From an optimization exercise on the open Yosys and OpenROAD flow, aimed at a short achievable clock period and few clock cycles; shortcuts taken in it are not production practice.
Function was checked by simulation only, so behaviour that the tests miss may differ from the original.
Power and IR drop assume default switching activity.

## design/flow/run.sh

```bash
#!/bin/bash
# synth_recipe.tcl (not shown) runs the flow's synth.tcl, then flattens the netlist and writes it again
# the make line also repeats each setting of config.mk as NAME=value (left out here)
make -C /OpenROAD-flow-scripts/flow DESIGN_CONFIG=/design/flow/config.mk WORK_HOME=/design/flow/orfs CLKGATE_MAP_FILE= SYNTH_SCRIPT=/design/flow/synth_recipe.tcl finish
```

## design/flow/config.mk

```make
export PLATFORM = sky130hd
export DESIGN_NAME = mips_core
export DESIGN_NICKNAME = mips_core
export VERILOG_FILES = /design/flow/design.v
export SDC_FILE = /design/flow/constraint.sdc
export NUM_CORES = 4
export LEC_CHECK = 0
export CAP_MARGIN = 20
export CORE_MARGIN = 2
export CORE_UTILIZATION = 40
export PLACE_DENSITY = 0.6
export SETUP_SLACK_MARGIN = 0.3
export SLEW_MARGIN = 20
```

## design/flow/constraint.sdc

```tcl
create_clock -name core_clock -period 11.0 [get_ports {clk}]
set_input_delay 2.2000 -clock core_clock [delete_from_list [all_inputs] [get_ports {clk}]]
set_output_delay 2.2000 -clock core_clock [all_outputs]
set_load 0.01 [all_outputs]
```

## design/flow/design.v

```verilog
module program_counter(
    input clk,
    input rst,
    input [31:0] new_address,
    output reg [31:0] current_address
    );
    always @ (posedge clk) begin
        if (rst) begin
            current_address <= 32'd256;
        end else begin
            current_address <= new_address;
        end
    end
endmodule
`timescale 1ns / 1ps
module control_unit (
            input [5:0] opcode,
            output reg [1:0] RegDst,
            output reg MemRead,
            output reg [1:0] MemtoReg,
            output reg [1:0] ALUOp,
            output reg MemWrite,
            output reg ALUsrc,
            output reg RegWrite,
            output reg Branch,
            output reg Jump,
            output reg jal,
            output reg JumpReg
    );
   always @(*)
   begin
        case(opcode)
        default: begin  
                RegDst    = 2'b00;
                MemRead   = 0;
                MemtoReg  = 2'b00;
                ALUOp     = 2'b00;
                MemWrite  = 0;
                ALUsrc    = 0;
                RegWrite  = 0;
                Branch    = 0;
                Jump      = 0;
                jal       = 0;
                JumpReg   = 0;
                end
        6'b000011: begin  
                RegDst    = 2'b10;
                MemRead   = 0;
                MemtoReg  = 2'b10;
                ALUOp     = 2'b10;
                MemWrite  = 0;
                ALUsrc    = 0;
                RegWrite  = 1;  
                Branch    = 0;
                Jump      = 1;
                jal       = 1;
                JumpReg   = 0;
                end
       6'b000010: begin   
                RegDst    = 2'b00;
                MemRead   = 0;
                MemtoReg  = 2'b00;
                ALUOp     = 2'b10;
                MemWrite  = 0;
                ALUsrc    = 0;
                RegWrite  = 0;
                Branch    = 0;
                Jump      = 1;
                jal       = 0;
                JumpReg   = 0;
                end
        6'b000000: begin  
                RegDst    = 2'b01;
                MemRead   = 0;
                MemtoReg  = 2'b00;
                ALUOp     = 2'b10;
                MemWrite  = 0;
                ALUsrc    = 0;
                RegWrite  = 1;
                Branch    = 0;
                Jump      = 0;
                jal       = 0;
                JumpReg   = 0;
                end
          6'b100000: begin  
                RegDst    = 2'b00;
                MemRead   = 1;
                MemtoReg  = 2'b01;
                ALUOp     = 2'b00;
                MemWrite  = 0;
                ALUsrc    = 1;
                RegWrite  = 1;
                Branch    = 0;
                Jump      = 0;
                jal       = 0;
                JumpReg   = 0;
                end
        6'b100011: begin  
                RegDst    = 2'b00;
                MemRead   = 1;
                MemtoReg  = 2'b01;
                ALUOp     = 2'b00;
                MemWrite  = 0;
                ALUsrc    = 1;
                RegWrite  = 1;
                Branch    = 0;
                Jump      = 0;
                jal       = 0;
                JumpReg   = 0;
                end
        6'b101011: begin  
                RegDst    = 2'b00;
                MemRead   = 0;
                MemtoReg  = 2'b00;
                ALUOp     = 2'b00;
                MemWrite  = 1;
                ALUsrc    = 1;
                RegWrite  = 0;
                Branch    = 0;
                Jump      = 0;
                jal       = 0;
                JumpReg   = 0;
                end
        6'b001000: begin  
                RegDst    = 2'b00;
                MemRead   = 0;
                MemtoReg  = 2'b00;
                ALUOp     = 2'b00;
                MemWrite  = 0;
                ALUsrc    = 1;
                RegWrite  = 1;
                Branch    = 0;
                Jump      = 0;
                jal       = 0;
                JumpReg   = 0;
                end
        6'b000100: begin  
                RegDst    = 2'b00;
                MemRead   = 0;
                MemtoReg  = 2'b00;
                ALUOp     = 2'b01;
                MemWrite  = 0;
                ALUsrc    = 0;
                RegWrite  = 0;
                Branch    = 1;
                Jump      = 0;
                jal       = 0;
                JumpReg   = 0;
                end
        endcase
   end
endmodule
`timescale 1ns / 1ps
module Bit2MUX_5Bit(
    input [1:0] RegDst,
    input [4:0] rt,
    input [4:0] rd,
    output reg [4:0] Write_Register
    );
always @(*) begin
    case( RegDst)
        2'b00:begin
        Write_Register = rt;
        end
        2'b01:begin
        Write_Register = rd;
        end
        2'b10:begin  
        Write_Register = 5'd31;
        end
        default: begin 
        Write_Register = 5'd0;
        end
    endcase
end  
endmodule
`timescale 1ns / 1ps
module register(
    input clk,
    input rst,
    input reg_write,
    input [4:0]read_register_1,
    input [4:0]read_register_2,
    input [4:0]write_register,
    input [31:0]write_data,
    output [31:0]read_data_1,
    output [31:0]read_data_2
    );
    reg [31:0] Regfile [0:31];
    integer i;
    assign read_data_1 = (read_register_1 == 5'd0) ? 32'd0 : Regfile[read_register_1];
    assign read_data_2 = (read_register_2 == 5'd0) ? 32'd0 : Regfile[read_register_2];
    always @(posedge clk)  
    begin
        if (rst)
        begin
            for (i=0; i<32; i=i+1)
            begin
                Regfile[i] <= 32'd0;
            end
        end
        else if (reg_write == 1'b1 && write_register != 5'd0) begin
            Regfile[write_register] <= write_data;
        end
    end
endmodule
`timescale 1ns / 1ps
module alu_control(
           input [1:0] alu_op,   
           input [5:0] func, 
           output reg [3:0] alu_ctrl  
    );
    always @(*)
    begin
                case(alu_op)
                default: alu_ctrl = 4'b0010;
                2'b00:  
                begin
                    alu_ctrl = 4'b0010;
                end
                2'b01:  
                begin
                    alu_ctrl = 4'b0110;
                end
                2'b10:
                begin
                    case(func)
                    default: alu_ctrl = 4'b0101;
                    6'b100000:  
                    begin
                        alu_ctrl = 4'b0010;
                    end
                    6'b100010:  
                    begin
                        alu_ctrl = 4'b0110;
                    end
                    6'b100100:  
                    begin
                        alu_ctrl = 4'b0000;
                    end
                    6'b100101:  
                    begin
                        alu_ctrl = 4'b0001;
                    end
                    6'b101010:  
                    begin
                        alu_ctrl = 4'b0111;
                    end
                    6'b001000:  
                    begin
                        alu_ctrl = 4'b0101;
                    end
                    6'b000000:  
                    begin
                        alu_ctrl = 4'b1111;
                    end
                    endcase
                end
                endcase
            end
        endmodule
`timescale 1ns / 1ps
module sign_extended(
    input [15:0] in,
    output reg [31:0] out
    );
    always @(*)
    begin
        out[31:0] = { {16{in[15]}}, in[15:0] };
    end
endmodule
`timescale 1ns / 1ps
module ALU(
  input [4:0]   shamt,
	input [31:0]	a,
	input [31:0]	b,
	input [3:0] alu_con,
	output reg [31:0]		s,
	output 		zero
	);
	always @(*) begin
    		case(alu_con)
        			4'b0010:
        				    s = a + b;
        			4'b0110:
        				    s = a - b;
        			4'b0000:
        				    s = a & b;
        			4'b0001:
        				    s = a | b;
        			4'b0111:
        				    s = {31'd0, $signed(a) < $signed(b)};
        			4'b1111:
        			      s = b << (shamt);
              default:
                    s = 32'd0;
    	   endcase
	end
    assign zero = (s == 0) ? 1:0;
endmodule
`timescale 1ns / 1ps
module mux(
    input [1:0] MemtoReg,
    input [31:0] data_from_mem,
    input [31:0] alu_result,
    input [31:0] PC_4,
    output reg [31:0] write_data
    );
    always @(*) begin
        case( MemtoReg)
            2'b01:begin
                write_data = data_from_mem;
            end
            2'b00:begin
                write_data = alu_result;
            end
            2'b10:begin
                write_data = PC_4;
            end
            default: begin 
                write_data = 32'd0;
            end
        endcase
    end  
endmodule
module mips_core(
    input clk,
    input rst,                   
    output [31:0] imem_addr,
    input  [31:0] imem_data,
    output [31:0] dmem_addr,
    output [31:0] dmem_wdata,
    output        dmem_we,
    input  [31:0] dmem_rdata
    );
    wire [31:0] new_address, current_address;
    program_counter pc(
        .clk(clk),
        .rst(rst),
        .new_address(new_address),
        .current_address(current_address)
    );
    wire [31:0] instruction;
    assign imem_addr = current_address;
    assign instruction = imem_data;
    wire [1:0]RegDst;
    wire MemRead;
    wire [1:0]MemtoReg;
    wire [1:0] ALUOp;
    wire MemWrite;
    wire ALUsrc;
    wire RegWrite;
    wire Branch;
    wire Jump;
    wire jal;
    wire JumpReg_cu;
    control_unit cu(
        .opcode(instruction[31:26]),
        .RegDst(RegDst),
        .MemRead(MemRead),
        .MemtoReg(MemtoReg),
        .ALUOp(ALUOp),
        .MemWrite(MemWrite),
        .ALUsrc(ALUsrc),
        .RegWrite(RegWrite),
        .Branch(Branch),
        .Jump(Jump),
        .jal(jal),
        .JumpReg(JumpReg_cu)
        );
    wire JumpReg;
    assign JumpReg = JumpReg_cu | ((instruction[31:26] == 6'b000000) && (instruction[5:0] == 6'b001000));
    wire [31:0] write_data, read_data_1, read_data_2;
    wire [4:0] write_register;
    Bit2MUX_5Bit wr_mux(
            .RegDst(RegDst),
            .rt(instruction[20:16]),
            .rd(instruction[15:11]),
            .Write_Register(write_register)
       );
    register rf(
        .clk(clk),
        .rst(rst),
        .reg_write(RegWrite & ~JumpReg),
        .read_register_1(instruction[25:21]),
        .read_register_2(instruction[20:16]),
        .write_register(write_register),
        .write_data(write_data),
        .read_data_1(read_data_1),
        .read_data_2(read_data_2)
        );
    wire [3:0] alu_ctrl;
    alu_control alu_con(
        .alu_op(ALUOp),
        .func(instruction[5:0]),
        .alu_ctrl(alu_ctrl)
        );
    wire [31:0] imm_signed_extended;
    sign_extended se(
        .in(instruction[15:0]),
        .out(imm_signed_extended)
        );
    wire [31:0] alu_result;
    wire zero;
    ALU alu(
        .shamt(instruction[10:6]),
        .a(read_data_1),
        .b(ALUsrc ? imm_signed_extended : read_data_2),
        .alu_con(alu_ctrl),
        .s(alu_result),
        .zero(zero)
        );
    wire [31:0] tmp_new_address;
    assign tmp_new_address = current_address + 4;  
    assign new_address = JumpReg ? read_data_1 : Jump ? {tmp_new_address[31:28], instruction[25:0], 2'b00} :
        ((Branch && zero) ? tmp_new_address + (imm_signed_extended << 2) : tmp_new_address);
    wire [31:0] data_from_mem;
    assign data_from_mem = dmem_rdata;
    mux m(
      .MemtoReg(MemtoReg),
      .data_from_mem(data_from_mem),
      .alu_result(alu_result),
      .PC_4(tmp_new_address),
      .write_data(write_data)
      );
    assign dmem_addr  = alu_result;
    assign dmem_wdata = read_data_2;
    assign dmem_we    = MemWrite;
endmodule
```

==> flow_metrics.env, run 1 <==
export IMPL_status="finished clean"
export IMPL_synth_edff_count=1024
export IMPL_drive_gt1_share_pct=25.2
export IMPL_p_total_mw=12.0
export IMPL_multi_input_area_mm2=0.0306
export IMPL_drc=0
export IMPL_antenna_found_initial=11
export IMPL_cts_sinks=1056
export IMPL_fin_skew_ns=0.0668
export IMPL_drt_iter0_drc=8453
export IMPL_rows=146
export IMPL_place_detailed_hpwl_mm=183
export IMPL_portBuffers=162
export IMPL_grt_max_degree=49
export IMPL_yosys_top_cells_count="nor2_1, edfxtp_1, mux4_2"
export IMPL_track_usage_pct=32.6
export IMPL_hold_path_class="register to register"
export IMPL_syn_area_mm2=0.0635
export IMPL_postPlaceCellArea_mm2=0.0703
export IMPL_gp_congestion=1.04
export IMPL_hold_violations=0
export IMPL_max_clock_freq_ghz=0.0941
export IMPL_critPathArrivalTime_ns=8.43
export IMPL_p_per_area_mw_per_mm2=161
export IMPL_pin_count=163
export IMPL_routed_wl_mm=269
export IMPL_cp_max_fo=26
export IMPL_design_core_area_mm2=0.158
export IMPL_cap_violations=0
export IMPL_design_die_area_mm2=0.162
export IMPL_switching_power_mw=4.06
export IMPL_end_kind="output port"
export IMPL_numCtsBuffers=111
export IMPL_clk_pin_slew_ns=0.08
export IMPL_grt_setup_unrepaired="yes"
export IMPL_clkPwrFrac_pct=31.5
export IMPL_synth_most_common_cell="nor2_1"
export IMPL_ys_flop_type="edfxtp_1"
export IMPL_p_int_mw=7.90
export IMPL_slew_headroom_pct=17.9
export IMPL_synth_cell_types=106
export IMPL_cts_max_level=3
export IMPL_register_area_mm2=0.0314
export IMPL_required_ns=8.80
export IMPL_die_height_um=403
export IMPL_critical_path_class="input pin to output port"
export IMPL_drt_wirelength_per_cell_um=35.1
export IMPL_vias=51200
export IMPL_start_util_pct=40.2
export IMPL_swShare_pct=33.9
export IMPL_overflow=0
export IMPL_maxSlewViolCount=0
export IMPL_cts_hold_buf=0
export IMPL_utilization_pct=47.0
export IMPL_yosys_area_top_type="edfxtp_1"
export IMPL_drtPass1Iterations=8
export IMPL_dpl_cell_count=7444
export IMPL_synth_area_per_cell_um2=12.2
export IMPL_fillers=14000
export IMPL_area_growth_pct=16.9
export IMPL_finalInstanceArea_mm2=0.0742
export IMPL_period_share_pct=96.6
export IMPL_ir_drop_mv=0.137
export IMPL_antenna_left=0
export IMPL_postSynthCellCount=5195
export IMPL_period_needed_ns=10.63
export IMPL_chipWidth_um=403
export IMPL_grt_pass1_wl_mm=375
export IMPL_clock_latency_ns=0.77
export IMPL_holdWs_ns=0.598
export IMPL_cts_tree="built"
export IMPL_async_reset_ff_share_pct=0
export IMPL_cp_start_kind="input pin"
export IMPL_cts_path_max_buffers=3
export IMPL_yosysTopAreaCellShare_pct=48.4
export IMPL_combPwrFrac_pct=29.9
export IMPL_synth_area_leaders="edfxtp_1, mux4_2, nor2_1"
export IMPL_ys_seq_area_share_pct=49.4
export IMPL_worstMarginPinSlew_ns=1.22
export IMPL_setup_viol_count_final=0
export IMPL_cts_root_buf="clkbuf_16"
export IMPL_ys_seq_elements=1056
export IMPL_power_frac_seq_pct=38.7
export IMPL_fin_cells=7658
export IMPL_grt_pass1_vias=49500
export IMPL_power_leakage_nw=26.9
export IMPL_nNetsFinal=5702
export IMPL_vias_per_cell=6.68
export IMPL_yosys_warnings=8
-- area by class of cell --
cell class                 instances  share of cell area, %
inverter                         129                  0.652
clock buffer                     132                   3.88
sequential                      1056                   42.3
multi-input combinational       3562                   41.2
tap                             2072                   3.49
timing repair buffer             639                   7.60
antenna                            4                 0.0135
clock inverter                    64                  0.868
-- metal layers --
layer  track usage [%]  wire length, um  vias to the layer above
li1                  -                -                    20500
met3              8.50            35200                      715
met1              42.7            97900                    26000
met4              17.9            16700                        6
met5                 0               38                        -
met2              49.5           119000                     3948
-- layout by cell type (no fill, tap or decap), drive strengths merged, types with 27 or more instances in the layout --
master / count
buf: 486
clkdlybuf4s50: 151
nor2: 1207
a21oi: 140
mux4: 526
a211oi: 44
nand2: 210
nand3: 45
nor3: 69
and3: 43
nand4: 34
clkbuf: 134
ha: 134
mux2i: 121
o22ai: 37
a31oi: 34
nand2b: 50
mux2: 53
edfxtp: 1024
clkinv: 45
dfxtp: 32
a22oi: 48
inv: 132
o221ai: 27
a22o: 51
o21ai: 138
xnor2: 47
a221oi: 34
conb: 32
-- worst max-delay path: stages --
cell and delay [ns]:
buf_12 0.23, buf_12 0.25, buf_12 0.23, buf_4 0.21
buf_4 0.31, mux4_2 0.55, a22o_1 0.19, a211o_1 0.36
and3_1 0.26, a21oi_1 0.38, ha_1 0.35, buf_4 0.18
a21o_1 0.17, nand2_1 0.15, a311oi_1 0.15, or2_2 0.32
or4b_2 0.63, a31oi_2 0.20, xor2_1 0.11, o21ai_1 0.23
buf_4 0.16, clkdlybuf4s50_1 0.53
-- what timing repair did --
action,CTS,global route
setup buffers,1,10
endpoints found under the setup margin,3,6
gates resized for setup,12,48
pin swaps,2,9
endpoints found under the hold margin,0,0
cloned,0,1
-- state kept, by name, indices dropped and copies added, names as in the netlist --
name,flops
pc.current_address,32
rf.Regfile,1024
-- logic make-up after synthesis --
family / synth area share, %
adder cells (fa/ha/maj): 2.73
flip-flops: 49.4
XOR/XNOR: 0.992
buffers and inverters: 3.96
multiplexers: 21.5
other: 0.00590
AO/OA/AOI/OAI: 9.19
AND/OR/NAND/NOR: 12.2
-- metrics by stage --
stage,setup WS [ns],TNS [ns]
floorplan,0.830,0
global placement,-0.0908,-0.0908
detailed placement,-0.0256,-0.0256
CTS,0.304,0
global route,0.241,0
finish,0.370,0
-- final timing paths --
check / start / to / slack, ns / cells past startpoint
worst max-delay path: imem_data[16] / dmem_addr[28] / 0.37 / 22
worst min-delay path: pc.current_address[0] / pc.current_address[0] / 0.60 / 2
worst max register to register: rf.Regfile[14][10] / pc.current_address[11] / 3.33 / 25
worst min register to register: pc.current_address[0] / pc.current_address[0] / 0.60 / 2
-- power groups by stage --
stage,clock [mW],sequential [mW],combinational (mW)
2_1_floorplan,0,4.68,1.77
3_3_place_gp,0,4.69,3.39
3_5_place_dp,0,4.70,3.38
4_1_cts,3.77,4.62,3.40
5_1_grt,3.91,4.64,3.66
6_report,3.76,4.62,3.57
Testbench counts, summed over its fixed seeds: cycles 24,473.
==> inputs of run 2 (changes only) <==
--- a/design/flow/design.v
+++ b/design/flow/design.v
@@ -333,97 +333,157 @@
     output        dmem_we,
     input  [31:0] dmem_rdata
     );
-    wire [31:0] new_address, current_address;
-    program_counter pc(
-        .clk(clk),
-        .rst(rst),
-        .new_address(new_address),
-        .current_address(current_address)
-    );
-    wire [31:0] instruction;
-    assign imem_addr = current_address;
-    assign instruction = imem_data;
-    wire [1:0]RegDst;
-    wire MemRead;
-    wire [1:0]MemtoReg;
-    wire [1:0] ALUOp;
-    wire MemWrite;
-    wire ALUsrc;
-    wire RegWrite;
-    wire Branch;
-    wire Jump;
-    wire jal;
-    wire JumpReg_cu;
-    control_unit cu(
-        .opcode(instruction[31:26]),
-        .RegDst(RegDst),
-        .MemRead(MemRead),
-        .MemtoReg(MemtoReg),
-        .ALUOp(ALUOp),
-        .MemWrite(MemWrite),
-        .ALUsrc(ALUsrc),
-        .RegWrite(RegWrite),
-        .Branch(Branch),
-        .Jump(Jump),
-        .jal(jal),
-        .JumpReg(JumpReg_cu)
-        );
-    wire JumpReg;
-    assign JumpReg = JumpReg_cu | ((instruction[31:26] == 6'b000000) && (instruction[5:0] == 6'b001000));
-    wire [31:0] write_data, read_data_1, read_data_2;
-    wire [4:0] write_register;
-    Bit2MUX_5Bit wr_mux(
-            .RegDst(RegDst),
-            .rt(instruction[20:16]),
-            .rd(instruction[15:11]),
-            .Write_Register(write_register)
-       );
-    register rf(
-        .clk(clk),
-        .rst(rst),
-        .reg_write(RegWrite & ~JumpReg),
-        .read_register_1(instruction[25:21]),
-        .read_register_2(instruction[20:16]),
-        .write_register(write_register),
-        .write_data(write_data),
-        .read_data_1(read_data_1),
-        .read_data_2(read_data_2)
-        );
-    wire [3:0] alu_ctrl;
-    alu_control alu_con(
-        .alu_op(ALUOp),
-        .func(instruction[5:0]),
-        .alu_ctrl(alu_ctrl)
-        );
-    wire [31:0] imm_signed_extended;
-    sign_extended se(
-        .in(instruction[15:0]),
-        .out(imm_signed_extended)
-        );
-    wire [31:0] alu_result;
-    wire zero;
-    ALU alu(
-        .shamt(instruction[10:6]),
-        .a(read_data_1),
-        .b(ALUsrc ? imm_signed_extended : read_data_2),
-        .alu_con(alu_ctrl),
-        .s(alu_result),
-        .zero(zero)
-        );
-    wire [31:0] tmp_new_address;
-    assign tmp_new_address = current_address + 4;  
-    assign new_address = JumpReg ? read_data_1 : Jump ? {tmp_new_address[31:28], instruction[25:0], 2'b00} :
-        ((Branch && zero) ? tmp_new_address + (imm_signed_extended << 2) : tmp_new_address);
-    wire [31:0] data_from_mem;
-    assign data_from_mem = dmem_rdata;
-    mux m(
-      .MemtoReg(MemtoReg),
-      .data_from_mem(data_from_mem),
-      .alu_result(alu_result),
-      .PC_4(tmp_new_address),
-      .write_data(write_data)
-      );
-    assign dmem_addr  = alu_result;
-    assign dmem_wdata = read_data_2;
-    assign dmem_we    = MemWrite;
+    reg  [31:0] pc;              
+    reg  [31:0] ras;             
+    reg         d_v;             
+    reg  [31:0] d_ir;
+    reg  [31:0] d_pc4;
+    reg  [31:0] d_pred;          
+    reg         e_v;             
+    reg  [31:0] e_a, e_b, e_sd;
+    reg         e_fa, e_fb, e_fsd;    
+    reg         e_add, e_sub, e_and, e_or, e_slt, e_sll;
+    reg  [4:0]  e_sh;
+    reg  [4:0]  e_dst;
+    reg         e_wr, e_ld, e_st, e_beq, e_jr;
+    reg  [31:0] e_brt;           
+    reg  [31:0] e_pred;          
+    reg  [31:0] m_res;           
+    reg  [31:0] m_wd;
+    reg         m_st, m_ld, m_wr;
+    reg  [4:0]  m_dst;
+    reg  [31:0] w_val;           
+    reg         w_wr;
+    reg  [4:0]  w_dst;
+    reg  [31:0] rf [1:31];
+    assign imem_addr = pc;
+    wire [31:0] pc4  = pc + 32'd4;
+    wire [31:0] fi   = imem_data;
+    wire f_j   = (fi[31:27] == 5'b00001);                         
+    wire f_jr  = (fi[31:26] == 6'd0) && (fi[5:0] == 6'b001000);   
+    wire [31:0] f_jt = {pc4[31:28], fi[25:0], 2'b00};
+    wire [5:0]  op = d_ir[31:26];
+    wire [5:0]  fn = d_ir[5:0];
+    wire [4:0]  rs = d_ir[25:21];
+    wire [4:0]  rt = d_ir[20:16];
+    wire [4:0]  rd = d_ir[15:11];
+    wire [31:0] imm = {{16{d_ir[15]}}, d_ir[15:0]};
+    wire is_r    = (op == 6'b000000);
+    wire is_jr   = is_r && (fn == 6'b001000);
+    wire is_sll  = is_r && (fn == 6'b000000);
+    wire r_add   = is_r && (fn == 6'b100000);
+    wire r_sub   = is_r && (fn == 6'b100010);
+    wire r_and   = is_r && (fn == 6'b100100);
+    wire r_or    = is_r && (fn == 6'b100101);
+    wire r_slt   = is_r && (fn == 6'b101010);
+    wire is_addi = (op == 6'b001000);
+    wire is_ld   = (op == 6'b100011) || (op == 6'b100000);
+    wire is_st   = (op == 6'b101011);
+    wire is_beq  = (op == 6'b000100);
+    wire is_jal  = (op == 6'b000011);
+    wire beq_same = is_beq && (rs == rt);
+    wire beq_diff = is_beq && (rs != rt);
+    wire [4:0] dst = is_jal ? 5'd31 : is_r ? (is_jr ? 5'd0 : rd) :
+                     (is_addi || is_ld) ? rt : 5'd0;
+    wire wr = (dst != 5'd0);
+    wire use_rs = (is_r && !is_sll) || is_addi || is_ld || is_st || beq_diff;
+    wire use_rt = (is_r && !is_jr) || beq_diff;         
+    wire stall = d_v && e_v && e_ld &&
+                 ((use_rs && rs == e_dst) || (use_rt && rt == e_dst));
+    wire [31:0] m_val = m_ld ? dmem_rdata : m_res;
+    wire [31:0] rf_a = (rs == 5'd0) ? 32'd0 : rf[rs];
+    wire [31:0] rf_b = (rt == 5'd0) ? 32'd0 : rf[rt];
+    wire [31:0] va = (m_wr && rs == m_dst) ? m_val :
+                     (w_wr && rs == w_dst) ? w_val : rf_a;
+    wire [31:0] vb = (m_wr && rt == m_dst) ? m_val :
+                     (w_wr && rt == w_dst) ? w_val : rf_b;
+    wire [31:0] brt = d_pc4 + {imm[29:0], 2'b00};
+    wire d_red = d_v && beq_same;
+    wire [31:0] xa = e_fa ? m_res : e_a;
+    wire [31:0] xb = e_fb ? m_res : e_b;
+    wire [31:0] sum  = xa + xb;
+    wire [31:0] diff = xa - xb;
+    wire slt = (xa[31] ^ xb[31]) ? xa[31] : diff[31];
+    wire [31:0] res = ({32{e_add}} & sum) | ({32{e_sub}} & diff) |
+                      ({32{e_and}} & (xa & xb)) | ({32{e_or}} & (xa | xb)) |
+                      {31'd0, e_slt & slt} | ({32{e_sll}} & (xb << e_sh));
+    wire e_mis_b = e_v && e_beq && (xa == xb);
+    wire e_mis_j = e_v && e_jr && (xa != e_pred);
+    wire e_mis = e_mis_b || e_mis_j;
+    wire [31:0] e_tgt = e_jr ? xa : e_brt;
+    assign dmem_addr  = m_res;
+    assign dmem_wdata = m_wd;
+    assign dmem_we    = m_st;
+    integer i;
+    always @(posedge clk) begin
+        if (rst) begin
+            pc   <= 32'd256;
+            ras  <= 32'd0;
+            d_v  <= 1'b0;
+            e_v  <= 1'b0;
+            e_wr <= 1'b0; e_ld <= 1'b0; e_st <= 1'b0; e_beq <= 1'b0; e_jr <= 1'b0;
+            m_st <= 1'b0; m_ld <= 1'b0; m_wr <= 1'b0;
+            w_wr <= 1'b0;
+        end else begin
+            if (e_mis) begin
+                pc  <= e_tgt;
+                d_v <= 1'b0;
+            end else if (stall) begin
+                pc  <= pc;
+            end else if (d_red) begin
+                pc  <= brt;
+                d_v <= 1'b0;
+            end else begin
+                pc    <= f_j ? f_jt : f_jr ? ras : pc4;
+                d_v   <= 1'b1;
+                d_ir  <= fi;
+                d_pc4 <= pc4;
+                d_pred <= ras;
+            end
+            if (d_v && is_jal) ras <= d_pc4;
+            if (e_mis || stall || !d_v) begin
+                e_v  <= 1'b0;
+                e_wr <= 1'b0; e_ld <= 1'b0; e_st <= 1'b0; e_beq <= 1'b0; e_jr <= 1'b0;
+            end else begin
+                e_v   <= 1'b1;
+                e_wr  <= wr;
+                e_ld  <= is_ld;
+                e_st  <= is_st;
+                e_beq <= beq_diff;
+                e_jr  <= is_jr;
+            end
+            e_a   <= is_jal ? d_pc4 : va;
+            e_b   <= (is_addi || is_ld || is_st) ? imm : is_jal ? 32'd0 : vb;
+            e_sd  <= vb;
+            e_fa  <= use_rs && e_wr && rs == e_dst;
+            e_fb  <= use_rt && e_wr && rt == e_dst;
+            e_fsd <= is_st && e_wr && rt == e_dst;
+            e_add <= r_add || is_addi || is_ld || is_st || is_jal;
+            e_sub <= r_sub;
+            e_and <= r_and;
+            e_or  <= r_or;
+            e_slt <= r_slt;
+            e_sll <= is_sll;
+            e_sh  <= d_ir[10:6];
+            e_dst <= dst;
+            e_brt <= brt;
+            e_pred <= d_pred;
+            m_res <= res;
+            m_wd  <= e_fsd ? m_val : e_sd;
+            m_st  <= e_v && e_st;
+            m_ld  <= e_v && e_ld;
+            m_wr  <= e_v && e_wr;
+            m_dst <= e_dst;
+            w_val <= m_val;
+            w_wr  <= m_wr;
+            w_dst <= m_dst;
+        end
+    end
+    always @(posedge clk) begin
+        if (rst) begin
+            for (i = 1; i < 32; i = i + 1) rf[i] <= 32'd0;
+        end else if (w_wr) begin
+            rf[w_dst] <= w_val;
+        end
+    end
 endmodule
==> run 2 against run 1 <==
  * Clock power grew 46%
  * Still clean on timing, DRC and antenna
  * Combinational power is 12% lower
  * Routed wire length rose by 13%
  * Synthesized area is 31% higher
  * Fmax rose by 47%
  * Worst setup slack improved by 3.4 ns
  * Register-to-register slack better by 0.43 ns
  * Flip-flop and latch count up 434
==> flow_metrics.env, run 2 <==
export IMPL_overflow=0
export IMPL_design_die_area_mm2=0.212
export IMPL_cts_tree="built"
export IMPL_numCtsBuffers=164
export IMPL_critical_path_class="register to register"
export IMPL_grt_max_degree=122
export IMPL_clk_pin_slew_ns=0.06
export IMPL_portBuffers=162
export IMPL_slew_headroom_pct=16.7
export IMPL_dpl_cell_count=8706
export IMPL_yosys_warnings=1
export IMPL_end_kind="register"
export IMPL_min_path_cells=0
export IMPL_hold_path_class="register to register"
export IMPL_fin_tns_setup_ns=0
export IMPL_place_detailed_hpwl_mm=198
export IMPL_drt_wirelength_per_cell_um=33.7
export IMPL_drive_gt1_share_pct=20.7
export IMPL_chipWidth_um=460
export IMPL_ys_flop_type="edfxtp_1"
export IMPL_largest_reg_flops=1024
export IMPL_cts_root_buf="clkbuf_16"
export IMPL_async_reset_ff_share_pct=0
export IMPL_final_common_cell="edfxtp_1"
export IMPL_gp_congestion=0.989
export IMPL_ys_seq_area_share_pct=52.7
export IMPL_period_share_pct=65.8
export IMPL_grt_pass1_wl_mm=425
export IMPL_yosys_area_top_type="edfxtp_1"
export IMPL_drt_iter0_drc=8003
export IMPL_die_height_um=460
export IMPL_period_needed_ns=7.24
export IMPL_yosysTopAreaCellShare_pct=50.6
export IMPL_cts_sinks=1490
export IMPL_cts_max_level=4
export IMPL_power_leakage_nw=33.2
export IMPL_nNetsFinal=6307
export IMPL_antenna_left=0
export IMPL_syn_area_mm2=0.0833
export IMPL_fin_cells=9025
export IMPL_reg2regPathDepth=14
export IMPL_grt_pass1_vias=55500
export IMPL_p_per_area_mw_per_mm2=166
export IMPL_routed_wl_mm=304
export IMPL_track_usage_pct=28.4
export IMPL_synth_edff_count=1405
export IMPL_largest_register="rf"
export IMPL_synth_area_per_cell_um2=13.6
export IMPL_antenna_found_initial=21
export IMPL_cts_resized=0
export IMPL_setup_viol_count_final=0
export IMPL_vias_per_cell=6.28
export IMPL_clock_latency_ns=0.86
export IMPL_cap_violations=0
export IMPL_cp_max_fo=65
export IMPL_status="finished clean"
export IMPL_fin_skew_ns=0.0749
export IMPL_required_ns=11.44
export IMPL_ys_seq_elements=1490
export IMPL_design_core_area_mm2=0.207
export IMPL_start_util_pct=40.2
export IMPL_vias=56600
export IMPL_yosys_top_cells_count="edfxtp_1, and2_1, mux4_2"
export IMPL_hold_violations=0
export IMPL_area_growth_pct=12.9
export IMPL_rows=167
export IMPL_drtPass1Iterations=10
export IMPL_maxSlewViolCount=0
export IMPL_pin_count=163
export IMPL_max_clock_freq_ghz=0.138
export IMPL_drc=0
export IMPL_cts_hold_buf=0
export IMPL_layout_common_cells="edfxtp_1, and2_1, mux4_2, nand2_1, a21oi_1"
export IMPL_postSynthCellCount=6123
export IMPL_critPathArrivalTime_ns=7.68
export IMPL_synth_area_leaders="edfxtp_1, mux4_2, and2_1"
export IMPL_cp_start_kind="register"
export IMPL_cts_path_max_buffers=3
export IMPL_worstMarginPinSlew_ns=1.25
export IMPL_synth_cell_types=92
export IMPL_ir_drop_mv=0.131
export IMPL_synth_most_common_cell="edfxtp_1"
export IMPL_grt_setup_unrepaired="no"
export IMPL_cts_setup_buffers=0
## run 2: cell types whose count changed after synthesis, moves of 37 or more
cell	delta
and2_1	+978
dfxtp_1	+53
xnor2_1	+45
o21ai_0	+73
clkbuf_1	+73
nand2_1	+143
nor2_1	-987
mux4_2	+160
a21oi_1	+152
edfxtp_1	+381
mux2i_1	+37
## run 2: layout make-up
type                       instances  area, um2
clock inverter                    89        977
multi-input combinational       3921      37300
antenna                            5       12.5
inverter                         162        618
clock buffer                     206       4300
tap                             2788       3490
sequential                      1490      43900
timing repair buffer             364       3430
fill                           18200     113000
## run 2: cells by family (layout without fill, tap and decap cells)
family / count (synthesis) / in the layout / synth area share (%)
AO/OA/AOI/OAI: 904 / 904 / 7.02
AND/OR/NAND/NOR: 1848 / 1848 / 12.1
buffers and inverters: 712 / 821 / 3.30
other: 0 / 5 / 0
adder cells (fa/ha/maj): 138 / 138 / 2.11
flip-flops: 1490 / 1490 / 52.7
multiplexers: 895 / 895 / 21.3
XOR/XNOR: 136 / 136 / 1.43
## run 2: worst paths after layout
kind	start	endpoint	slack, ns
setup / recovery	e_fa	d_ir[3]	3.76
hold / removal	d_pred[19]	e_pred[19]	0.41
setup reg to reg	e_fa	d_ir[3]	3.76
hold reg to reg	d_pred[19]	e_pred[19]	0.41
## run 2: per-layer routing
metal	up-vias	track usage, %	wire length, um
li1	23400	-	-
met1	29300	38.0	118000
met2	3387	44.7	140000
met3	598	5.71	30400
met4	8	12.3	15000
met5	-	0	62
## run 2: worst max-delay path, cell delays in order, from the launching register on
cell      delay (ns)
edfxtp_1        0.33
buf_4           0.41
buf_4           0.53
mux2i_2         0.69
ha_1            0.43
or2_2           0.35
nor2_1          0.28
nand2_1         0.13
or4_1           0.56
nand4b_1        0.67
nand2_4         0.80
nor3_2          0.10
nand2_1         0.54
inv_4           0.35
buf_4           0.51
## run 2: report_power, final
part / leakage, nW / switching (mW) / internal, mW / total [mW]
Combinational: 15.6 / 1.92 / 1.23 / 3.15
Clock: 2.55 / 2.41 / 3.08 / 5.49
Sequential: 15.0 / 0.408 / 6.55 / 6.95
## run 2: stage by stage
stage	utilization, %	hold slack, ns	setup WS [ns]	instance area (um2)	power (mW)
6_report	45.4	0.412	3.76	94100	15.6
5_1_grt	45.4	0.414	3.60	94100	16.0
4_1_cts	45.3	0.406	3.87	93800	15.6
3_5_place_dp	42.7	0.405	3.88	88500	10.1
3_3_place_gp	42.6	0.403	4.01	88300	10.1
2_1_floorplan	-	0.400	2.95	83300	8.74
Testbench counts of run 2, summed over its fixed seeds: cycles 26,868.
==> inputs of run 3 (changes only) <==
--- a/design/flow/design.v
+++ b/design/flow/design.v
@@ -333,16 +333,45 @@
     output        dmem_we,
     input  [31:0] dmem_rdata
     );
+    function [31:0] ks_add(input [31:0] a, input [31:0] b, input cin);
+        reg [31:0] g, p, gn, pn;
+        integer i, d;
+        begin
+            g = a & b;
+            p = a ^ b;
+            g[0] = g[0] | (p[0] & cin);
+            for (d = 1; d < 32; d = d * 2) begin
+                for (i = 0; i < 32; i = i + 1) begin
+                    if (i >= d) begin
+                        gn[i] = g[i] | (p[i] & g[i-d]);
+                        pn[i] = p[i] & p[i-d];
+                    end else begin
+                        gn[i] = g[i];
+                        pn[i] = p[i];
+                    end
+                end
+                g = gn;
+                p = pn;
+            end
+            ks_add = a ^ b ^ {g[30:0], cin};
+        end
+    endfunction
     reg  [31:0] pc;              
     reg  [31:0] ras;             
+    reg         btb_v  [0:3];    
+    reg  [29:0] btb_tag[0:3];
+    reg  [31:0] btb_tgt[0:3];
+    reg  [1:0]  btb_ptr;
     reg         d_v;             
+    reg         d_bp;            
+    reg  [31:0] d_pc;
     reg  [31:0] d_ir;
     reg  [31:0] d_pc4;
     reg  [31:0] d_pred;          
     reg         e_v;             
     reg  [31:0] e_a, e_b, e_sd;
     reg         e_fa, e_fb, e_fsd;    
-    reg         e_add, e_sub, e_and, e_or, e_slt, e_sll;
+    reg         e_ar, e_subx, e_and, e_or, e_slt, e_sll;
     reg  [4:0]  e_sh;
     reg  [4:0]  e_dst;
     reg         e_wr, e_ld, e_st, e_beq, e_jr;
@@ -362,6 +391,14 @@
     wire f_j   = (fi[31:27] == 5'b00001);                         
     wire f_jr  = (fi[31:26] == 6'd0) && (fi[5:0] == 6'b001000);   
     wire [31:0] f_jt = {pc4[31:28], fi[25:0], 2'b00};
+    wire [3:0] b_hit;
+    genvar g;
+    generate for (g = 0; g < 4; g = g + 1) begin : btb_look
+        assign b_hit[g] = btb_v[g] && (btb_tag[g] == pc[31:2]);
+    end endgenerate
+    wire f_bp = |b_hit;
+    wire [31:0] f_bt = ({32{b_hit[0]}} & btb_tgt[0]) | ({32{b_hit[1]}} & btb_tgt[1]) |
+                       ({32{b_hit[2]}} & btb_tgt[2]) | ({32{b_hit[3]}} & btb_tgt[3]);
     wire [5:0]  op = d_ir[31:26];
     wire [5:0]  fn = d_ir[5:0];
     wire [4:0]  rs = d_ir[25:21];
@@ -398,17 +435,29 @@
     wire [31:0] vb = (m_wr && rt == m_dst) ? m_val :
                      (w_wr && rt == w_dst) ? w_val : rf_b;
     wire [31:0] brt = d_pc4 + {imm[29:0], 2'b00};
-    wire d_red = d_v && beq_same;
+    wire d_red = d_v && beq_same && !d_bp;     
+    wire d_fix = d_v && d_bp && !beq_same;     
     wire [31:0] xa = e_fa ? m_res : e_a;
     wire [31:0] xb = e_fb ? m_res : e_b;
-    wire [31:0] sum  = xa + xb;
-    wire [31:0] diff = xa - xb;
-    wire slt = (xa[31] ^ xb[31]) ? xa[31] : diff[31];
-    wire [31:0] res = ({32{e_add}} & sum) | ({32{e_sub}} & diff) |
+    wire [31:0] mx = m_res ^ {32{e_subx}};
+    wire [31:0] r00 = ks_add(e_a,   e_b, e_subx);
+    wire [31:0] r10 = ks_add(m_res, e_b, e_subx);
+    wire [31:0] r01 = ks_add(e_a,   mx,  e_subx);
+    wire [31:0] r11 = ks_add(m_res, mx,  e_subx);
+    wire [31:0] ar = e_fa ? (e_fb ? r11 : r10) : (e_fb ? r01 : r00);
+    wire b31 = e_fb ? m_res[31] : ~e_b[31];      
+    wire slt = (xa[31] ^ b31) ? xa[31] : ar[31];
+    wire [31:0] res = ({32{e_ar}} & ar) |
                       ({32{e_and}} & (xa & xb)) | ({32{e_or}} & (xa | xb)) |
                       {31'd0, e_slt & slt} | ({32{e_sll}} & (xb << e_sh));
-    wire e_mis_b = e_v && e_beq && (xa == xb);
-    wire e_mis_j = e_v && e_jr && (xa != e_pred);
+    wire eq_ab = (e_a == e_b);
+    wire eq_mb = (m_res == e_b);
+    wire eq_am = (e_a == m_res);
+    wire eq = e_fa ? (e_fb ? 1'b1 : eq_mb) : (e_fb ? eq_am : eq_ab);
+    wire ne_ap = (e_a != e_pred);
+    wire ne_mp = (m_res != e_pred);
+    wire e_mis_b = e_v && e_beq && eq;
+    wire e_mis_j = e_v && e_jr && (e_fa ? ne_mp : ne_ap);
     wire e_mis = e_mis_b || e_mis_j;
     wire [31:0] e_tgt = e_jr ? xa : e_brt;
     assign dmem_addr  = m_res;
@@ -418,6 +467,8 @@
     always @(posedge clk) begin
         if (rst) begin
             pc   <= 32'd256;
+            btb_v[0] <= 1'b0; btb_v[1] <= 1'b0; btb_v[2] <= 1'b0; btb_v[3] <= 1'b0;
+            btb_ptr <= 2'd0;
             ras  <= 32'd0;
             d_v  <= 1'b0;
             e_v  <= 1'b0;
@@ -433,14 +484,18 @@
             end else if (d_red) begin
                 pc  <= brt;
                 d_v <= 1'b0;
+            end else if (d_fix) begin
+                pc  <= d_pc4;
+                d_v <= 1'b0;
             end else begin
-                pc    <= f_j ? f_jt : f_jr ? ras : pc4;
+                pc    <= f_j ? f_jt : f_jr ? ras : f_bp ? f_bt : pc4;
                 d_v   <= 1'b1;
-                d_ir  <= fi;
-                d_pc4 <= pc4;
-                d_pred <= ras;
             end
             if (d_v && is_jal) ras <= d_pc4;
+            if (d_red) begin
+                btb_v[btb_ptr] <= 1'b1;
+                btb_ptr <= btb_ptr + 2'd1;
+            end
             if (e_mis || stall || !d_v) begin
                 e_v  <= 1'b0;
                 e_wr <= 1'b0; e_ld <= 1'b0; e_st <= 1'b0; e_beq <= 1'b0; e_jr <= 1'b0;
@@ -452,33 +507,47 @@
                 e_beq <= beq_diff;
                 e_jr  <= is_jr;
             end
-            e_a   <= is_jal ? d_pc4 : va;
-            e_b   <= (is_addi || is_ld || is_st) ? imm : is_jal ? 32'd0 : vb;
-            e_sd  <= vb;
-            e_fa  <= use_rs && e_wr && rs == e_dst;
-            e_fb  <= use_rt && e_wr && rt == e_dst;
-            e_fsd <= is_st && e_wr && rt == e_dst;
-            e_add <= r_add || is_addi || is_ld || is_st || is_jal;
-            e_sub <= r_sub;
-            e_and <= r_and;
-            e_or  <= r_or;
-            e_slt <= r_slt;
-            e_sll <= is_sll;
-            e_sh  <= d_ir[10:6];
-            e_dst <= dst;
-            e_brt <= brt;
-            e_pred <= d_pred;
-            m_res <= res;
-            m_wd  <= e_fsd ? m_val : e_sd;
             m_st  <= e_v && e_st;
             m_ld  <= e_v && e_ld;
             m_wr  <= e_v && e_wr;
-            m_dst <= e_dst;
-            w_val <= m_val;
             w_wr  <= m_wr;
-            w_dst <= m_dst;
         end
     end
+    wire subx = r_sub || r_slt;
+    always @(posedge clk) begin
+        if (!stall) begin
+            d_ir  <= fi;
+            d_pc  <= pc;
+            d_bp  <= f_bp;
+            d_pc4 <= pc4;
+            d_pred <= ras;
+        end
+        if (d_red) begin
+            btb_tag[btb_ptr] <= d_pc[31:2];
+            btb_tgt[btb_ptr] <= brt;
+        end
+        e_a   <= is_jal ? d_pc4 : va;
+        e_b   <= subx ? ~vb : (is_addi || is_ld || is_st) ? imm : is_jal ? 32'd0 : vb;
+        e_sd  <= vb;
+        e_fa  <= use_rs && e_wr && rs == e_dst;
+        e_fb  <= use_rt && e_wr && rt == e_dst;
+        e_fsd <= is_st && e_wr && rt == e_dst;
+        e_ar  <= r_add || r_sub || is_addi || is_ld || is_st || is_jal;
+        e_subx <= subx;
+        e_and <= r_and;
+        e_or  <= r_or;
+        e_slt <= r_slt;
+        e_sll <= is_sll;
+        e_sh  <= d_ir[10:6];
+        e_dst <= dst;
+        e_brt <= brt;
+        e_pred <= d_pred;
+        m_res <= res;
+        m_wd  <= e_fsd ? m_val : e_sd;
+        m_dst <= e_dst;
+        w_val <= m_val;
+        w_dst <= m_dst;
+    end
     always @(posedge clk) begin
         if (rst) begin
             for (i = 1; i < 32; i = i + 1) rf[i] <= 32'd0;
==> design/flow/flow/run.sh (new file) <==
#!/bin/bash
# Standard ORFS layout, with timing repair aiming well below the clock period
# (the SDC and its period are unchanged; only the repair effort differs).
set -euo pipefail
MARGIN=${MARGIN:-8.0}
bash standard.sh SETUP_SLACK_MARGIN=$MARGIN finish > standard_make.log 2>&1
==> design/flow/standard.sh (new file) <==
#!/bin/bash
# synth_recipe.tcl (not shown) runs the flow's synth.tcl, then flattens the netlist and writes it again
# the make line also repeats each setting of config.mk as NAME=value (left out here)
make -C /OpenROAD-flow-scripts/flow DESIGN_CONFIG=/design/flow/config.mk WORK_HOME=/design/flow/orfs CLKGATE_MAP_FILE= SYNTH_SCRIPT=/design/flow/synth_recipe.tcl "${@:-finish}"
--- a/design/flow/config.mk
+++ b/design/flow/config.mk
@@ -5,9 +5,11 @@
 export SDC_FILE = /design/flow/constraint.sdc
 export NUM_CORES = 4
 export LEC_CHECK = 0
+export ABC_CLOCK_PERIOD_IN_PS = 2500
 export CAP_MARGIN = 20
 export CORE_MARGIN = 2
 export CORE_UTILIZATION = 40
 export PLACE_DENSITY = 0.6
 export SETUP_SLACK_MARGIN = 0.3
 export SLEW_MARGIN = 20
+export TNS_END_PERCENT = 100
removed: design/flow/run.sh
==> run 3 against run 2 <==
  * Core utilization is 8.4 points higher
  * Fmax increased by 93%
  * Die area grew 13%
  * Non-clock buffer count is 939 higher
  * Sequential share of layout area shrank 7.2 points
  * First-iteration DRC count increased by 51%
  * Worst hold slack got worse by 0.072 ns
  * Worst setup slack gained 3.5 ns
  * Critical endpoint is now m_res[18]
  * Largest cell class unchanged
==> flow_metrics.env, run 3 <==
export IMPL_status="finished clean"
export IMPL_fin_skew_ns=0.0623
export IMPL_period_needed_ns=3.74
export IMPL_grt_max_degree=74
export IMPL_synth_cell_types=93
export IMPL_chipWidth_um=490
export IMPL_grt_pass1_vias=70100
export IMPL_place_detailed_hpwl_mm=221
export IMPL_worstMarginPinSlew_ns=1.35
export IMPL_clk_pin_slew_ns=0.07
export IMPL_reg_top3="rf: 1024 flops, btb_tgt: 128 flops, btb_tag: 120 flops"
export IMPL_synth_top_family_by_area="multiplexers"
export IMPL_maxSlewViolCount=0
export IMPL_cts_tree="built"
export IMPL_synthXorXnorAreaFrac_pct=3.96
export IMPL_antenna_left=0
export IMPL_ys_seq_area_share_pct=52.6
export IMPL_design_core_area_mm2=0.235
export IMPL_setup_viol_count_final=0
export IMPL_p_per_area_mw_per_mm2=139
export IMPL_drtPass1Iterations=7
export IMPL_grt_pass1_wl_mm=560
export IMPL_ys_flop_type="edfxtp_1"
export IMPL_drt_iter0_drc=12100
export IMPL_slew_headroom_pct=10.0
export IMPL_final_common_cell="edfxtp_1"
export IMPL_grt_setup_unrepaired="yes"
export IMPL_utilization_pct=53.9
export IMPL_antenna_found_initial=43
export IMPL_drt_wirelength_per_cell_um=38.0
export IMPL_layout_common_cells="edfxtp_1, and2_1, mux4_2, buf_4, nor2_1"
export IMPL_cp_start_kind="register"
export IMPL_max_clock_freq_ghz=0.267
export IMPL_synth_most_common_cell="edfxtp_1"
export IMPL_vias=74900
export IMPL_synth_area_leaders="edfxtp_1, mux4_2, dfxtp_1"
export IMPL_largest_register="rf"
export IMPL_ir_drop_mv=0.137
export IMPL_synth_edff_count=1403
export IMPL_drc=0
export IMPL_critPathArrivalTime_ns=4.50
export IMPL_synth_compound_area_share_pct=7.63
export IMPL_cts_root_buf="clkbuf_16"
export IMPL_postSynthCellCount=7124
export IMPL_end_kind="register"
export IMPL_yosysTopAreaCellShare_pct=44.7
export IMPL_largest_reg_flops=1024
export IMPL_yosys_area_top_type="edfxtp_1"
export IMPL_period_share_pct=34.0
export IMPL_fin_tns_setup_ns=0
export IMPL_numCtsBuffers=192
export IMPL_gp_congestion=0.978
export IMPL_async_reset_ff_share_pct=0
export IMPL_start_util_pct=40.2
export IMPL_critical_path_class="register to register"
export IMPL_yosys_top_cells_count="edfxtp_1, and2_1, mux4_2"
export IMPL_nNetsFinal=8343
export IMPL_track_usage_pct=33.6
export IMPL_area_growth_pct=34.1
export IMPL_syn_area_mm2=0.0943
export IMPL_cts_path_max_buffers=3
export IMPL_vias_per_cell=6.54
export IMPL_overflow=0
export IMPL_drive_gt1_share_pct=39.6
export IMPL_die_height_um=490
export IMPL_clock_latency_ns=0.88
export IMPL_cts_max_level=4
export IMPL_rows=178
export IMPL_power_leakage_nw=47.1
export IMPL_synthAdderAreaFrac_pct=2.29
export IMPL_hold_path_class="register to register"
export IMPL_cap_violations=0
export IMPL_pin_count=163
export IMPL_yosys_area_share_simple_pct=11.9
export IMPL_cts_sinks=1775
export IMPL_design_die_area_mm2=0.240
export IMPL_yosys_warnings=1
export IMPL_synth_area_mux_share_pct=18.7
export IMPL_synth_area_per_cell_um2=13.2
export IMPL_required_ns=11.76
export IMPL_portBuffers=162
export IMPL_routed_wl_mm=436
export IMPL_cp_max_fo=3
export IMPL_hold_violations=0
export IMPL_ys_seq_elements=1775
## run 3: changes by cell type after synthesis, sizes merged, moves of 52 or more
| cell | change |
|---|---|
| dfxtp | +287 |
| xnor2 | +172 |
| nor2 | +163 |
| xor2 | +118 |
| mux2 | +73 |
| a21oi | +70 |
| a221oi | +69 |
| nand2 | -67 |
| mux2i | -52 |
## run 3: worst max-delay path, stage by stage (launching register included)
cell	delay [ns]
dfxtp_4	0.38
buf_6	0.13
fa_2	0.41
fa_2	0.36
a211oi_2	0.29
o211ai_1	0.19
a31o_2	0.25
a221o_1	0.39
o21ai_4	0.23
xnor2_1	0.12
mux4_2	0.55
a221o_1	0.31
## run 3: repair_timing
| action | CTS | global route |
|---|---|---|
| resized for setup | 1640 | 586 |
| gates cloned | 154 | 45 |
| endpoints found under the setup margin | 2813 | 2054 |
| hold buffers | 0 | 0 |
| pin swaps | 342 | 300 |
| setup buffers | 666 | 218 |
## run 3: final cells by class
cell class	instances	area, um2
inverters	124	532
flip-flops and latches	1775	49900
repair buffers	1303	17600
repair inverters	7	85.1
clock buffers	259	5270
well taps	3150	3940
multi-input cells	4705	48200
diodes	40	100
clock inverters	96	897
fillers	18600	108000
## run 3: per-layer routing
layer	routed length, um	global-route usage [%]	share of wire, %	vias to the layer above
li1	-	-	-	29300
met1	144000	41.4	33	37400
met2	189000	50.9	43	6439
met3	57600	9.17	13	1824
met4	45400	24.8	10	18
met5	120	0	0.028	-
## run 3: logic make-up after synthesis
family	after synthesis
multiplexers	904
AO/OA/AOI/OAI	1083
buffers and inverters	713
AND/OR/NAND/NOR	2054
XOR/XNOR	426
flip-flops	1775
adder cells (fa/ha/maj)	169
## run 3: final timing paths
check / startpoint / end / slack (ns) / cells after the start
worst max-delay path: m_res[0] / m_res[18] / 7.26 / 11
worst min-delay path: d_pred[31] / e_pred[31] / 0.34 / 0
worst max register to register: m_res[0] / m_res[18] / 7.26 / 11
worst min register to register: d_pred[31] / e_pred[31] / 0.34 / 0
## run 3: report_power, final
part | switching [mW] | leakage (nW) | internal, mW
sequential | 0.297 | 17.5 | 7.47
clock | 2.90 | 3.01 | 3.65
combinational | 1.84 | 26.7 | 1.46
total | 5.04 | 47.1 | 12.6
## run 3: stage by stage
stage	setup WS [ns]	total power [mW]	instances	instance area (um2)	hold slack [ns]
floorplan	7.28	9.26	7124	95600	0.323
global placement	5.44	10.2	9978	99400	0.325
detailed placement	5.35	10.2	9980	99400	0.327
CTS	7.28	17.2	11200	120000	0.341
global route	7.19	17.9	11400	126000	0.342
finish	7.26	17.6	11500	126000	0.340
Testbench counts of run 3, summed over its fixed seeds: cycles 26,277.

-- re-timing with driven ports --
The flow's constraints put no driver on any port. The routed layouts listed below were extracted and timed again, unchanged, in two steps. Step 1, drivers: a clkbuf_16 drives clk and a buf_2 each remaining input, both assumed. Step 2 times the ports against the registers' clock, not the clock port: input delays grow and output delays shrink by t, the midpoint of the rising clock arrivals with the driver on. Slacks: ideal / step 1 / step 2; pairs: ideal / step 1.
run	shift t [ns]	setup WS [ns]	worst setup path at the end
run 1	0.821	0.370 / 0.216 / 0.216	input to output
run 2	0.890	3.762 / 3.762 / 3.762	register to register
run 3	0.938	7.256 / 7.172 / 6.555	input to register
After both steps setup and hold are still met in every run listed. For run 3, which loses most, drivers alone change the setup slack by -0.084 ns; drivers and shift together by -0.701 ns.
